This design comes from an exercise in tuning for small area, a short achievable clock period and few clock cycles on the open sky130 flow, not from production work. In this exercise RTL edits were held to simulation tests only and were not proved equivalent to the original.

rev 12:
// MipsProcessor
module MipsProcessor(input clk, rst, output [31:0] imem_addr, input [31:0] imem_data,
                     output [31:0] dmem_addr, dmem_wdata, output dmem_we, dmem_re, input [31:0] dmem_rdata);
	reg  [31:0] pc;
	wire [31:1] inc = pc[31:1] + 31'd1;
	wire [31:0] pc1 = pc[0] ? {inc, 1'b0} : {pc[31:1], 1'b1};
	wire [31:0] pc2 = {inc, pc[0]};
	wire [5:0]  iop = imem_data[31:26];
	wire if_jt, if_jal, if_jr, if_jal_a, if_jal_b, nc_a1, nc_a2, nc_b1, nc_b2;
	IfDecode My_IfDecode(.op(iop), .jt(if_jt), .jal(if_jal), .jr(if_jr));
	IfDecode My_IfDecodeA(.op(iop), .jt(nc_a1), .jal(if_jal_a), .jr(nc_a2));
	IfDecode My_IfDecodeB(.op(iop), .jt(nc_b1), .jal(if_jal_b), .jr(nc_b2));
	wire stall;
	wire [3:0] br_taken, br_ntaken;    
	wire [31:0] br_target;
	wire [31:0] pc_seq = if_jt ? {pc1[31:26], imem_data[25:0]} : (if_jr ? pc2 : pc1);
	wire [31:0] pc_hold = stall ? pc : pc_seq;
	wire [31:0] pc_next;
	genvar i;
	generate
		for (i = 0; i < 32; i = i + 1) begin : pcm
			wire t_n, h_n;
			C_NAND2 My_T(.a(br_taken[i/8]), .b(br_target[i]), .y(t_n));
			C_NAND2 My_H(.a(br_ntaken[i/8]), .b(pc_hold[i]), .y(h_n));
			C_NAND2 My_M(.a(t_n), .b(h_n), .y(pc_next[i]));
		end
	endgenerate
	always @(posedge clk, posedge rst) begin
		if (rst)
			pc <= 32'd0;
		else
			pc <= pc_next;
	end
	assign imem_addr = pc;
	reg        d_valid;
	reg [31:0] d_w;
	always @(posedge clk, posedge rst) begin
		if (rst)
			d_valid <= 1'b0;
		else
			d_valid <= br_ntaken[3] && (stall ? d_valid : 1'b1);
	end
  ...
For scale: roughly 160 I/O pins, ~56,000 µm² of cells after synthesis.
clock: 12.0 ns
lec_check: 0
cap_margin: 20
core_margin: 2
core_utilization: 60
place_density: 0.7
slew_margin: 20
synth_hierarchical: 1
standard.sh (not shown) runs the stock make flow with config.mk's settings and CLKGATE_MAP_FILE= SYNTH_SCRIPT=/design/flow/synth_recipe.tcl, a recipe that flattens the netlist after the stock synthesis.
==> flow/flow/run.sh <==
#!/bin/bash
# The standard synthesis and layout (standard.sh), with:
#  - ports buffered with buf_4 instead of the library's first buffer;
#  - larger clock-tree sink clusters and no dummy clock loads;
#  - after global routing, cells with ample slack are downsized (flow/downsize.tcl).
set -o pipefail
bash standard.sh \
  SETUP_SLACK_MARGIN=8.6 \
  TNS_END_PERCENT=5 \
  MATCH_CELL_FOOTPRINT=0 \
  "BUFFER_PORTS_ARGS=-buffer_cell sky130_fd_sc_hd__buf_4" \
  "CTS_ARGS=-sink_clustering_enable -repair_clock_nets -sink_clustering_size 25 -sink_clustering_max_diameter 80 -dont_use_dummy_load" \
  POST_GLOBAL_ROUTE_TCL=$PWD/flow/post_grt.tcl \
  finish > flow_make.log 2>&1
==> flow/flow/post_grt.tcl <==
# After the global-route timing repair: recover area from cells on paths
# with ample slack (see downsize.tcl). The estimated parasitics are written
# to SPEF and read back so that they stay attached to the nets while cells
# are swapped.
source [file join [file dirname [info script]] downsize.tcl]
set ds_spef [file join $::env(RESULTS_DIR) 5_1_grt_est.spef]
estimate_parasitics -global_routing -spef_file $ds_spef
read_spef $ds_spef
downsize_all 0.20
Other scripts of this flow, unchanged in this note and not shown: flow/flow/downsize.tcl
Testbench counts of rev 12, summed over its fixed seeds: cycles 49,457.
Edits applied to the flow inputs when going from rev 12 to rev 13:
-- flow/flow/run.sh --
<<< rev 12, line 6
set -o pipefail
bash standard.sh \
  SETUP_SLACK_MARGIN=8.6 \
  TNS_END_PERCENT=5 \
  MATCH_CELL_FOOTPRINT=0 \
  "BUFFER_PORTS_ARGS=-buffer_cell sky130_fd_sc_hd__buf_4" \
>>> rev 13, line 6
set -o pipefail
bash standard.sh \
  SETUP_SLACK_MARGIN=8.45 \
  MATCH_CELL_FOOTPRINT=0 \
  "BUFFER_PORTS_ARGS=-buffer_cell sky130_fd_sc_hd__buf_4" \
-- flow/flow/post_grt.tcl --
<<< rev 12, line 7
estimate_parasitics -global_routing -spef_file $ds_spef
read_spef $ds_spef
downsize_all 0.20
>>> rev 13, line 7
estimate_parasitics -global_routing -spef_file $ds_spef
read_spef $ds_spef
downsize_all 0.30
[summary]
- Measured against each other, rev 12 and rev 13 differ in minimum clock period after layout, the lower figure coming from rev 12.
- Count of plain and timing-repair buffers in the layout (rev 12 / rev 13): 0.871
- Changes observed in rev 13 relative to rev 12: maximum frequency went down 3.0 MHz; global router's overall resource usage went up 0.24 points.

==> afterwards: timing with drivers on the ports <==
The results above use ideal ports. As a check the final layouts listed here were re-extracted and re-timed, cells and wires unchanged. Step 1 sets driving cells, clkbuf_16 on the clock port and buf_2 on the other inputs (assumed; they add their load-dependent delay and slew). Step 2 also shifts input and output timing later by t, the mid clock arrival at the registers, as if the neighbouring blocks saw the same clock. Slacks: ideal / step 1 / step 2; pairs: ideal / step 1.
run | t, ns | setup WS [ns] | worst hold slack (ns) | clock arrival spread, ns | slew at the worst register clock pin (ns)
rev 12 | 0.768 | 8.248 / 8.176 / 7.617 | 0.362 / 0.362 / 0.362 | 0.075 / 0.074 | 0.11 / 0.11
rev 13 | 0.792 | 8.206 / 8.128 / 7.727 | 0.357 / 0.357 / 0.357 | 0.077 / 0.077 | 0.11 / 0.11
After both steps setup and hold are still met in every run listed. For rev 12, which loses most, drivers alone change the setup slack by -0.072 ns; drivers and shift together by -0.631 ns.
